Source: an optimization exercise on an open RTL-to-GDS flow (aim: small area). Production flows keep margins and buffers that such runs may drop.
No functional check of the RTL was part of this run.
Power and IR drop assume default switching activity.

**flow/design.v**
```verilog
`timescale 1ns/1ns
module cb_crc32 #
(
    parameter               U_DLY = 1
)
(
    input                           clk_sys                     , 
    input                           rst_n                       , 
    input                           crc_clear                   , 
    input                     [7:0] src_data                    , 
    input                           src_data_valid              , 
    output reg               [31:0] crc_data                    , 
    output reg                      crc_data_valid                
);
reg                          [31:0] lfsr_c                      ; 
reg                          [31:0] lfsr_q                      ; 
always @ (*)
begin
    lfsr_c[0] = lfsr_q[24] ^ lfsr_q[30] ^ src_data[0] ^ src_data[6];
    lfsr_c[1] = lfsr_q[24] ^ lfsr_q[25] ^ lfsr_q[30] ^ lfsr_q[31] ^ src_data[0] ^ src_data[1] ^ src_data[6] ^ src_data[7];
    lfsr_c[2] = lfsr_q[24] ^ lfsr_q[25] ^ lfsr_q[26] ^ lfsr_q[30] ^ lfsr_q[31] ^ src_data[0] ^ src_data[1] ^ src_data[2] ^ src_data[6] ^ src_data[7];
    lfsr_c[3] = lfsr_q[25] ^ lfsr_q[26] ^ lfsr_q[27] ^ lfsr_q[31] ^ src_data[1] ^ src_data[2] ^ src_data[3] ^ src_data[7];
    lfsr_c[4] = lfsr_q[24] ^ lfsr_q[26] ^ lfsr_q[27] ^ lfsr_q[28] ^ lfsr_q[30] ^ src_data[0] ^ src_data[2] ^ src_data[3] ^ src_data[4] ^ src_data[6];
    lfsr_c[5] = lfsr_q[24] ^ lfsr_q[25] ^ lfsr_q[27] ^ lfsr_q[28] ^ lfsr_q[29] ^ lfsr_q[30] ^ lfsr_q[31] ^ src_data[0] ^ src_data[1] ^ src_data[3] ^ src_data[4] ^ src_data[5] ^ src_data[6] ^ src_data[7];
    lfsr_c[6] = lfsr_q[25] ^ lfsr_q[26] ^ lfsr_q[28] ^ lfsr_q[29] ^ lfsr_q[30] ^ lfsr_q[31] ^ src_data[1] ^ src_data[2] ^ src_data[4] ^ src_data[5] ^ src_data[6] ^ src_data[7];
    lfsr_c[7] = lfsr_q[24] ^ lfsr_q[26] ^ lfsr_q[27] ^ lfsr_q[29] ^ lfsr_q[31] ^ src_data[0] ^ src_data[2] ^ src_data[3] ^ src_data[5] ^ src_data[7];
    lfsr_c[8] = lfsr_q[0] ^ lfsr_q[24] ^ lfsr_q[25] ^ lfsr_q[27] ^ lfsr_q[28] ^ src_data[0] ^ src_data[1] ^ src_data[3] ^ src_data[4];
    lfsr_c[9] = lfsr_q[1] ^ lfsr_q[25] ^ lfsr_q[26] ^ lfsr_q[28] ^ lfsr_q[29] ^ src_data[1] ^ src_data[2] ^ src_data[4] ^ src_data[5];
    lfsr_c[10] = lfsr_q[2] ^ lfsr_q[24] ^ lfsr_q[26] ^ lfsr_q[27] ^ lfsr_q[29] ^ src_data[0] ^ src_data[2] ^ src_data[3] ^ src_data[5];
    lfsr_c[11] = lfsr_q[3] ^ lfsr_q[24] ^ lfsr_q[25] ^ lfsr_q[27] ^ lfsr_q[28] ^ src_data[0] ^ src_data[1] ^ src_data[3] ^ src_data[4];
    lfsr_c[12] = lfsr_q[4] ^ lfsr_q[24] ^ lfsr_q[25] ^ lfsr_q[26] ^ lfsr_q[28] ^ lfsr_q[29] ^ lfsr_q[30] ^ src_data[0] ^ src_data[1] ^ src_data[2] ^ src_data[4] ^ src_data[5] ^ src_data[6];
    lfsr_c[13] = lfsr_q[5] ^ lfsr_q[25] ^ lfsr_q[26] ^ lfsr_q[27] ^ lfsr_q[29] ^ lfsr_q[30] ^ lfsr_q[31] ^ src_data[1] ^ src_data[2] ^ src_data[3] ^ src_data[5] ^ src_data[6] ^ src_data[7];
    lfsr_c[14] = lfsr_q[6] ^ lfsr_q[26] ^ lfsr_q[27] ^ lfsr_q[28] ^ lfsr_q[30] ^ lfsr_q[31] ^ src_data[2] ^ src_data[3] ^ src_data[4] ^ src_data[6] ^ src_data[7];
    lfsr_c[15] = lfsr_q[7] ^ lfsr_q[27] ^ lfsr_q[28] ^ lfsr_q[29] ^ lfsr_q[31] ^ src_data[3] ^ src_data[4] ^ src_data[5] ^ src_data[7];
    lfsr_c[16] = lfsr_q[8] ^ lfsr_q[24] ^ lfsr_q[28] ^ lfsr_q[29] ^ src_data[0] ^ src_data[4] ^ src_data[5];
    lfsr_c[17] = lfsr_q[9] ^ lfsr_q[25] ^ lfsr_q[29] ^ lfsr_q[30] ^ src_data[1] ^ src_data[5] ^ src_data[6];
    lfsr_c[18] = lfsr_q[10] ^ lfsr_q[26] ^ lfsr_q[30] ^ lfsr_q[31] ^ src_data[2] ^ src_data[6] ^ src_data[7];
    lfsr_c[19] = lfsr_q[11] ^ lfsr_q[27] ^ lfsr_q[31] ^ src_data[3] ^ src_data[7];
    lfsr_c[20] = lfsr_q[12] ^ lfsr_q[28] ^ src_data[4];
    lfsr_c[21] = lfsr_q[13] ^ lfsr_q[29] ^ src_data[5];
    lfsr_c[22] = lfsr_q[14] ^ lfsr_q[24] ^ src_data[0];
    lfsr_c[23] = lfsr_q[15] ^ lfsr_q[24] ^ lfsr_q[25] ^ lfsr_q[30] ^ src_data[0] ^ src_data[1] ^ src_data[6];
    lfsr_c[24] = lfsr_q[16] ^ lfsr_q[25] ^ lfsr_q[26] ^ lfsr_q[31] ^ src_data[1] ^ src_data[2] ^ src_data[7];
    lfsr_c[25] = lfsr_q[17] ^ lfsr_q[26] ^ lfsr_q[27] ^ src_data[2] ^ src_data[3];
    lfsr_c[26] = lfsr_q[18] ^ lfsr_q[24] ^ lfsr_q[27] ^ lfsr_q[28] ^ lfsr_q[30] ^ src_data[0] ^ src_data[3] ^ src_data[4] ^ src_data[6];
    lfsr_c[27] = lfsr_q[19] ^ lfsr_q[25] ^ lfsr_q[28] ^ lfsr_q[29] ^ lfsr_q[31] ^ src_data[1] ^ src_data[4] ^ src_data[5] ^ src_data[7];
    lfsr_c[28] = lfsr_q[20] ^ lfsr_q[26] ^ lfsr_q[29] ^ lfsr_q[30] ^ src_data[2] ^ src_data[5] ^ src_data[6];
    lfsr_c[29] = lfsr_q[21] ^ lfsr_q[27] ^ lfsr_q[30] ^ lfsr_q[31] ^ src_data[3] ^ src_data[6] ^ src_data[7];
    lfsr_c[30] = lfsr_q[22] ^ lfsr_q[28] ^ lfsr_q[31] ^ src_data[4] ^ src_data[7];
    lfsr_c[31] = lfsr_q[23] ^ lfsr_q[29] ^ src_data[5];
end 
always @ (posedge clk_sys or negedge rst_n)
begin
    if(rst_n == 1'b0)
        lfsr_q <= {32{1'b1}};
    else
        begin
            if(crc_clear == 1'b1)
                lfsr_q <= {32{1'b1}};
            else if(src_data_valid == 1'b1)
                lfsr_q <= lfsr_c;
            else
                ;
        end
end
always @ (posedge clk_sys or negedge rst_n)
begin
    if(rst_n == 1'b0)
        crc_data <= 32'd0;
    else
        begin
            if(src_data_valid == 1'b1)
                crc_data <= lfsr_c;
            else
                ;
        end
end
always @ (posedge clk_sys or negedge rst_n)
begin
    if(rst_n == 1'b0)
        crc_data_valid <= 1'b0;
    else
        crc_data_valid <= src_data_valid;
end
endmodule
`timescale 1ns/1ns
module pc_rx_deframe #
(
    parameter                       U_DLY = 1
)
(
    input                           clk_sys                     , 
    input                           rst_n                       , 
    input                     [7:0] pc_rx_data                  , 
    input                           pc_rx_data_valid            , 
    output reg                      fdram_wr_en                 , 
    output reg               [11:0] fdram_wr_addr               , 
    output reg                [7:0] fdram_wr_data               , 
    output reg                [3:0] fififo_wr_en                , 
    output reg               [71:0] fififo_wr_data              , 
    output reg               [19:0] resp_info                   , 
    output reg                      resp_info_valid               
);
reg                           [7:0] pc_rx_data_1dly             ; 
reg                                 pc_rx_data_valid_1dly       ; 
reg                           [7:0] pc_rx_data_2dly             ; 
reg                                 pc_rx_data_valid_2dly       ; 
reg                          [31:0] rx_shift_reg                ; 
reg                                 frame_busy                  ; 
reg                          [31:0] frame_cnt                   ; 
reg                          [11:0] frame_start_addr            ; 
reg                          [31:0] frame_length                ; 
reg                           [3:0] frame_type                  ; 
reg                          [15:0] frame_function              ; 
reg                                 crc_clear                   ; 
wire                         [31:0] crc_data_tmp                ; 
reg                                 crc_data_latch              ; 
reg                          [31:0] crc_data                    ; 
always @ (posedge clk_sys or negedge rst_n)
begin
    if(rst_n == 1'b0)
        begin
            pc_rx_data_1dly <= 8'd0;
            pc_rx_data_2dly <= 8'd0;
        end
    else
        begin
            pc_rx_data_1dly <= pc_rx_data;
            pc_rx_data_2dly <= pc_rx_data_1dly;
        end
end
always @ (posedge clk_sys or negedge rst_n)
begin
    if(rst_n == 1'b0)
        begin
            pc_rx_data_valid_1dly <= 1'b0;
            pc_rx_data_valid_2dly <= 1'b0;
        end
    else
        begin
            pc_rx_data_valid_1dly <= pc_rx_data_valid;
            pc_rx_data_valid_2dly <= pc_rx_data_valid_1dly;
        end
end
always @ (posedge clk_sys or negedge rst_n)
begin
    if(rst_n == 1'b0)
        rx_shift_reg <= 32'd0;
    else
        begin
            if(pc_rx_data_valid == 1'b1)
                rx_shift_reg <= {rx_shift_reg[23:0],pc_rx_data};
            else
                ;
        end
end
always @ (posedge clk_sys or  negedge rst_n)
begin
    if(rst_n == 1'b0)
        frame_busy <= 1'b0;
    else
        begin
            if((pc_rx_data_valid == 1'b1) && ({rx_shift_reg[23:0],pc_rx_data} == 32'hef9119fe))
                frame_busy <= 1'b1;
            else if((frame_cnt >= 32'd9) && (frame_cnt >= frame_length))
                frame_busy <= 1'b0;
            else
                ;
        end
end
always @ (posedge clk_sys or  negedge rst_n)
begin
    if(rst_n == 1'b0)
        frame_cnt <= 32'd0;
    else
        begin
            if(frame_busy == 1'b1)
                begin
                    if(pc_rx_data_valid == 1'b1)
                        frame_cnt <= frame_cnt + 32'd1;
                    else
                        ;
                end 
            else
                frame_cnt <= 32'd0;
        end
end
always @ (posedge clk_sys or  negedge rst_n)
begin
    if(rst_n == 1'b0)
        frame_start_addr <= 12'd0;
    else
        begin
            if((frame_busy == 1'b1) && (pc_rx_data_valid == 1'b1) && (frame_cnt == 32'd10))
                frame_start_addr <= fdram_wr_addr;
            else
                ;
        end
end
always @ (posedge clk_sys or  negedge rst_n)
begin
    if(rst_n == 1'b0)
        frame_length <= 32'd0;
    else
        begin
            if((pc_rx_data_valid == 1'b1) && (frame_cnt == 32'd5))
                frame_length <= {rx_shift_reg[27:0],pc_rx_data};
            else
                ;
        end
end
always @ (posedge clk_sys or negedge rst_n)
begin
    if(rst_n == 1'b0)
        frame_type <= 4'd0;
    else
        begin
            if((pc_rx_data_valid == 1'b1) && (frame_cnt == 32'd1))
                case({rx_shift_reg[7:0],pc_rx_data})
                    16'h0001    : frame_type <= 4'b0010;
                    16'h0002    : frame_type <= 4'b0100;
                    16'h0003    : frame_type <= 4'b0100;
                    default     : frame_type <= 4'b0;
                endcase
            else
                ;
        end
end
always @ (posedge clk_sys or  negedge rst_n)
begin
    if(rst_n == 1'b0)
        frame_function <= 16'd0;
    else
        begin
            if((frame_cnt == 32'd11) && (pc_rx_data_valid == 1'b1))
                frame_function <= {rx_shift_reg[7:0],pc_rx_data};
            else
                ;
        end
end
always @ (posedge clk_sys or negedge rst_n)
begin
    if(rst_n == 1'b0)
        crc_data_latch <= 1'b0;
    else
        begin
            if((pc_rx_data_valid_2dly == 1'b1) && (frame_cnt == frame_length - 32'd4))
                crc_data_latch <= 1'b1;
            else
                crc_data_latch <= 1'b0;
        end
end
always @ (posedge clk_sys or negedge rst_n)
begin
    if(rst_n == 1'b0)
        crc_data <= 32'd0;
    else
        begin
            if(crc_data_latch==1'b1)
                crc_data <= crc_data_tmp;
            else
                ;
        end
end
always @ (posedge clk_sys or negedge rst_n)
begin
    if(rst_n == 1'b0)
        fdram_wr_en <= 1'b0;
    else
        begin
            if((pc_rx_data_valid == 1'b1) && (frame_cnt >= 32'd10) && (frame_cnt < frame_length - 32'd4))
                fdram_wr_en <= 1'b1;
            else
                fdram_wr_en <= 1'b0;
        end
end
always @ (posedge clk_sys or negedge rst_n)
begin
    if(rst_n == 1'b0)
        fdram_wr_addr <= 12'd0;
    else
        begin
            if(fdram_wr_en == 1'b1)
                fdram_wr_addr <= fdram_wr_addr + 12'd1;
            else
                ;
        end
end
always @ (posedge clk_sys or negedge rst_n)
begin
    if(rst_n == 1'b0)
        fdram_wr_data <= 8'd0;
    else
        fdram_wr_data <= pc_rx_data;
end
always @ (posedge clk_sys or negedge rst_n)
begin
    if(rst_n == 1'b0)
        fififo_wr_data <= 72'd0;
    else
        begin
            if((frame_busy == 1'b1) && (pc_rx_data_valid == 1'b1) && (frame_cnt == frame_length - 32'd1))
                begin
                    fififo_wr_data[71:56] <= frame_function;
                    fififo_wr_data[55:40] <= frame_start_addr;
                    if(crc_data == {rx_shift_reg[23:0],pc_rx_data})
                        fififo_wr_data[39:32] <= 8'h80;
                    else
                        fififo_wr_data[39:32] <= 8'h00;
                    fififo_wr_data[31:0] <= frame_length;
                end
            else
                ;
        end
end
always @ (posedge clk_sys or negedge rst_n)
begin
    if(rst_n == 1'b0)
        fififo_wr_en <= 4'd0;
    else
        begin
            if((frame_busy == 1'b1) && (pc_rx_data_valid == 1'b1) && (frame_cnt == frame_length - 1'b1) && ((crc_data == {rx_shift_reg[23:0],pc_rx_data})))
                fififo_wr_en <= frame_type;
            else
                fififo_wr_en <= 4'd0;
        end
end
always @ (posedge clk_sys or negedge rst_n)
begin
    if(rst_n == 1'b0)
        resp_info <= 20'd0;
    else
        begin
            if((frame_busy == 1'b1) && (pc_rx_data_valid == 1'b1) && (frame_cnt == frame_length - 32'd1))
                begin
                    resp_info[15:0] <= frame_function;  
                    if(crc_data == {rx_shift_reg[23:0],pc_rx_data})
                        resp_info[18:16] <= 3'd1;
                    else
                        resp_info[18:16] <= 3'd0;
                end
            else
                ;
        end
end
always @ (posedge clk_sys or negedge rst_n)
begin
    if(rst_n == 1'b0)
        resp_info_valid <= 1'b0;
    else
        begin
            if((frame_busy == 1'b1) && (pc_rx_data_valid == 1'b1) && (frame_cnt == frame_length - 32'd1) && (|frame_type == 1'b1))
                resp_info_valid <= 1'b1;
            else
                resp_info_valid <= 1'b0;
        end
end
always @ (posedge clk_sys or negedge rst_n)
begin
    if(rst_n == 1'b0)
        crc_clear <= 1'b0;
    else
        begin
            if((frame_busy == 1'b0) && (pc_rx_data_valid == 1'b1) && (pc_rx_data == 8'hef))
                crc_clear <= 1'b1;
            else
                crc_clear <= 1'b0;
        end
end
cb_crc32 #
(
    .U_DLY                          (U_DLY                      )  
)
u_cb_crc32
(
    .clk_sys                        (clk_sys                    ),  
    .rst_n                          (rst_n                      ),  
    .crc_clear                      (crc_clear                  ),  
    .src_data                       (pc_rx_data_2dly[7:0]       ),  
    .src_data_valid                 (pc_rx_data_valid_2dly      ),  
    .crc_data                       (crc_data_tmp[31:0]         ),  
    .crc_data_valid                 (                           )   
);
endmodule
```
**flow/run.sh**
```bash
#!/bin/bash
# synth_recipe.tcl (not shown) runs the flow's synth.tcl, then flattens the netlist and writes it again
# the make line also repeats each setting of config.mk as NAME=value (left out here)
make -C /OpenROAD-flow-scripts/flow DESIGN_CONFIG=/design/flow/config.mk WORK_HOME=/design/flow/orfs CLKGATE_MAP_FILE= SYNTH_SCRIPT=/design/flow/synth_recipe.tcl finish
```
**flow/config.mk**
```make
export PLATFORM = sky130hd
export DESIGN_NAME = pc_rx_deframe
export DESIGN_NICKNAME = pc_rx_deframe
export VERILOG_FILES = /design/flow/design.v
export SDC_FILE = /design/flow/constraint.sdc
export NUM_CORES = 4
export LEC_CHECK = 0
export CAP_MARGIN = 20
export CORE_MARGIN = 2
export CORE_UTILIZATION = 40
export PLACE_DENSITY = 0.6
export SLEW_MARGIN = 20
```
**flow/constraint.sdc**
```tcl
create_clock -name core_clock -period 6.0 [get_ports {clk_sys}]
set_input_delay 1.2000 -clock core_clock [delete_from_list [all_inputs] [get_ports {clk_sys}]]
set_output_delay 1.2000 -clock core_clock [all_outputs]
set_load 0.01 [all_outputs]
```
==> results by group <==
Status
  – Outcome: timing/DRC/antenna clean

Cells and area
  – Commonest non-fill, non-tap cell in the layout: dfrtp_1
  – Nets: 1,631
  – Diodes inserted: 0
  – Top reg by flops: fififo_wr_data
  – Filler Cell Count: 3,845
  – Final Instance Area: a little under 20,000 um^2
  – Layout overhead on the synthesized area: 15.6%
  – Max FFs per register: 45
  – Share of cells above drive strength 1: 19.1%
  – Commonest non-fill, non-tap cells in the layout: 278 x dfrtp_1, 150 x xnor2_1, 116 x mux2_2

Drt
  – WL/cell: just under 20 um
  – Remaining DRCs: 0
  – Initial drt markers: 704
  – Overall routed net length: ~42,000 um
  – 1st-pass router iterations: 5
  – Post-route antenna net violation count: 0
  – Vias: 11,099
  – Vias per cell: 5.26

Clock network
  – CTS tree: done
  – Root Driver: clkbuf_16
  – Max H-tree Level: 2
  – Cts bufs inserted: 36
  – # hold bufs at CTS: 0
  – Clock Tree Buf Depth: 3
  – Post-CTS sizing: 0
  – Clock-pin slew on the worst setup and hold paths: 60 ps
  – Clk sinks: 312
  – Clock latency (worst-skew pair): 550 ps
  – Post CTS Setup Buffer Count: 0

Synthesis
  – Largest family of logic cells by synthesized area: multiplexers
  – Post-synthesis compound-gate area fraction: 6.00%
  – Post-synthesis mux area share: 13.3%
  – Post-Syn Area: 16,600 um^2
  – Area share of fa/ha/maj cells after synthesis: 5.20%
  – Share of the synthesized area in the top cell type: ~42%
  – #FFs+latches synth: 312
  – Synth Area per Inst: 11.3 um^2
  – Ys Warns: 2
  – Top cells by area, synth: dfrtp_1 42%, xnor2_1 7.9%, mux2_2 7.9%
  – Asr flop ratio synth: 100%
  – Synth cell types: 61
  – Post-synthesis sequential area ratio: between 40% and 50%
  – Post-Synth Simple-Gate Area: between 10% and 20%
  – Top FF cell, synth: dfrtp_1
  – Cells after Synth: 1,474
  – Post-synth EDFFs: 0
  – Synth Area in XOR/XNOR: 11.0%
  – Cell taking the most area after synthesis: dfrtp_1

GRT
  – GRT overflow: 0
  – Initial antenna violation count: 0
  – Vias in the first global route: roughly 11,000
  – Total GRT Usage: 19.4%
  – First-pass GRT wire length: 66,200 um
  – Pin count of the biggest net entering global routing: 117

Worst setup path
  – Depth of the worst register-to-register path: 9
  – CP Class: flip-flop to flip-flop
  – CP required: 6420 ps
  – Worst setup SP type: flip-flop
  – Critical Path AT: 4570 ps
  – Top cell family by delay on the critical path: simple AND/OR/NAND/NOR gates
  – R2R Setup Slk: 1850 ps
  – RR Endpoint: fififo_wr_data[12]
  – Critical path fanouts, max: 47
  – Worst path cell trace: nor4_1 -> and4_1 -> nand2_1 -> nor4_4 -> xnor2_1 -> a31oi_2 -> nor4_4 -> buf_4 -> mux2_2
  – Critical Path End Type: flip-flop
  – CP max-delay cell: buf_4
  – Crit-path max cell delay: 770 ps
  – Buffers & Inverters on Critical Path: 1
  – R2R Path Start: frame_length[15]
  – Cell mode on critical path: nor4_4

Job
  – Number of max-cap violations: 0

Floorplan
  – Cell Rows: 74
  – I/O pin total: 129
  – Die area: roughly 43,000 um^2
  – Chip Width: 208 um
  – Die height: 208 um
  – Initial core utilization: 40.6%
  – Core footprint: 40,900 um^2

Power and ir drop
  – Combinational power share: 36.5%
  – Power share of the clock group: 25.3%
  – Flop pwr share: approximately two fifths
  – Internal power: 5.45 mW
  – NetSw: around 3.3 mW
  – Sw Share: 37.5%
  – Leak Pwr: 8.59 nW
  – Worst VDD drop: 0.372 mV
  – Power Dens Cells: 454 nW/um^2

STA
  – Setup tns final: 0 ps
  – Worst-Margin Slew: 1000 ps
  – RSZ-0062 raised after global routing: no
  – Final Max Slew Viols: 0
  – Max_slew headroom: 32.9%
  – Final hold vios: 0
  – Final setup fails: 0
  – Final period util: 69.2%
  – Post-layout min period: 4150 ps
  – Fmax: 0.241 GHz
  – Clk_skew: 12.4 ps

Hold path
  – WHS Path Cells: 0
  – Hold Path Sink: pc_rx_data_valid_2dly
  – Worst Hold Launch: pc_rx_data_valid_1dly
  – Min-delay worst type: flip-flop to flip-flop

Placed design
  – Post-DP HPWL: about 29,000 um
  – PortBufs: 112
  – Area after DPL: about 18,000 um^2
  – Routability congestion estimate: 0.861
==> worst max path at each step <==
stage	end	startpoint	depth (start not counted)	slack, ps
6_report	fififo_wr_data[12]	frame_length[15]	9	1850
5_1_grt	fififo_wr_data[12]	frame_length[12]	9	1550
4_1_cts	fififo_wr_data[12]	frame_length[20]	9	1870
3_5_place_dp	frame_cnt[31]	pc_rx_data_valid	10	1460
3_3_place_gp	frame_cnt[31]	pc_rx_data_valid	10	1500
2_1_floorplan	fififo_wr_data[0]	frame_length[20]	10	2610
==> power by group through the flow <==
stage / logic (mW) / clock network [mW] / registers [mW]
2_1_floorplan: 2.69 / 0 / 2.95
3_3_place_gp: 3.13 / 0 / 3.35
3_5_place_dp: 3.19 / 0 / 3.37
4_1_cts: 3.21 / 2.27 / 3.33
5_1_grt: 3.58 / 2.35 / 3.40
6_report: 3.18 / 2.20 / 3.33
==> cells in the mapped netlist, types with 4 or more instances <==
master and n:
a211oi_1 5, o21a_1 10, nand4_1 38, buf_1 5, mux2_4 59, xor2_1 59, nor4_1 30, buf_2 4
and2_1 26, and4_1 4, nand2b_1 11, o21ai_0 62, buf_6 7, nand2_1 103, nor2_1 34, a21oi_1 50
mux2_2 116, a21o_1 20, dfrtp_1 280, dfstp_2 32, nor2b_1 7, or3_1 8, a21boi_0 8, ha_1 69
nor3_1 21, and3_1 17, nand3_1 30, inv_1 68, clkbuf_1 54, xnor2_1 150, or4_1 6, buf_4 34
==> metrics by stage <==
step	power (mW)	util [%]	setup WS (ps)	instances	hold slack, ps
floorplan	5.64	-	2610	1489	331
global placement	6.48	44.0	1500	2045	337
detailed placement	6.55	44.0	1460	2045	339
CTS	8.81	46.9	1870	2111	352
global route	9.33	46.9	1550	2111	367
finish	8.71	46.9	1850	2111	353
==> per-layer routing <==
metal	global-route usage [%]	up-vias	part of all wire, %
met2	31.5	214	47
met5	0	-	0
met1	26.6	5625	46
li1	-	5197	-
met3	3.48	63	4.2
met4	5.36	0	2.1
==> cell families (layout without fill, tap and decap cells) <==
group                    Yosys count  in the layout
AO/OA/AOI/OAI                    169            169
XOR/XNOR                         209            209
adder cells (fa/ha/maj)           69             69
buffers and inverters            173            263
flip-flops                       312            312
multiplexers                     177            177
other                              1             16
AND/OR/NAND/NOR                  364            364
==> layout make-up <==
type,count,area (um^2),area share (%)
Clock buffer,56,1110,5.77
Clock inverter,10,95.1,0.495
Inverter,69,259,1.35
Multi-Input combinational cell,1004,7980,41.6
Sequential cell,312,7850,40.9
Tap cell,532,666,3.47
Timing Repair Buffer,128,1250,6.49

-- afterwards: timing with drivers on the ports --
Ports are ideal in the flow. The routed layout listed here was re-timed in OpenROAD. Step 1: set_driving_cell puts a clkbuf_16 on clk_sys and a buf_2 on each other input, an assumption about the parent block. Step 2 moves the port delays by t, midway between the first and last clock arrival at a register: inputs arrive t later, outputs are due t later. That takes back most of the time a late clock gives input paths. Slacks: ideal ports / drivers / drivers and shift; pairs: ideal ports / drivers.
t, ns: 0.590
setup slack, ns: 1.851 / 1.851 / 1.390
slew at the worst register clock pin (ns): 0.06 / 0.06
After both steps setup and hold are still met in this run. For this run, drivers alone change the setup slack by 0.000 ns; drivers and shift together by -0.461 ns.
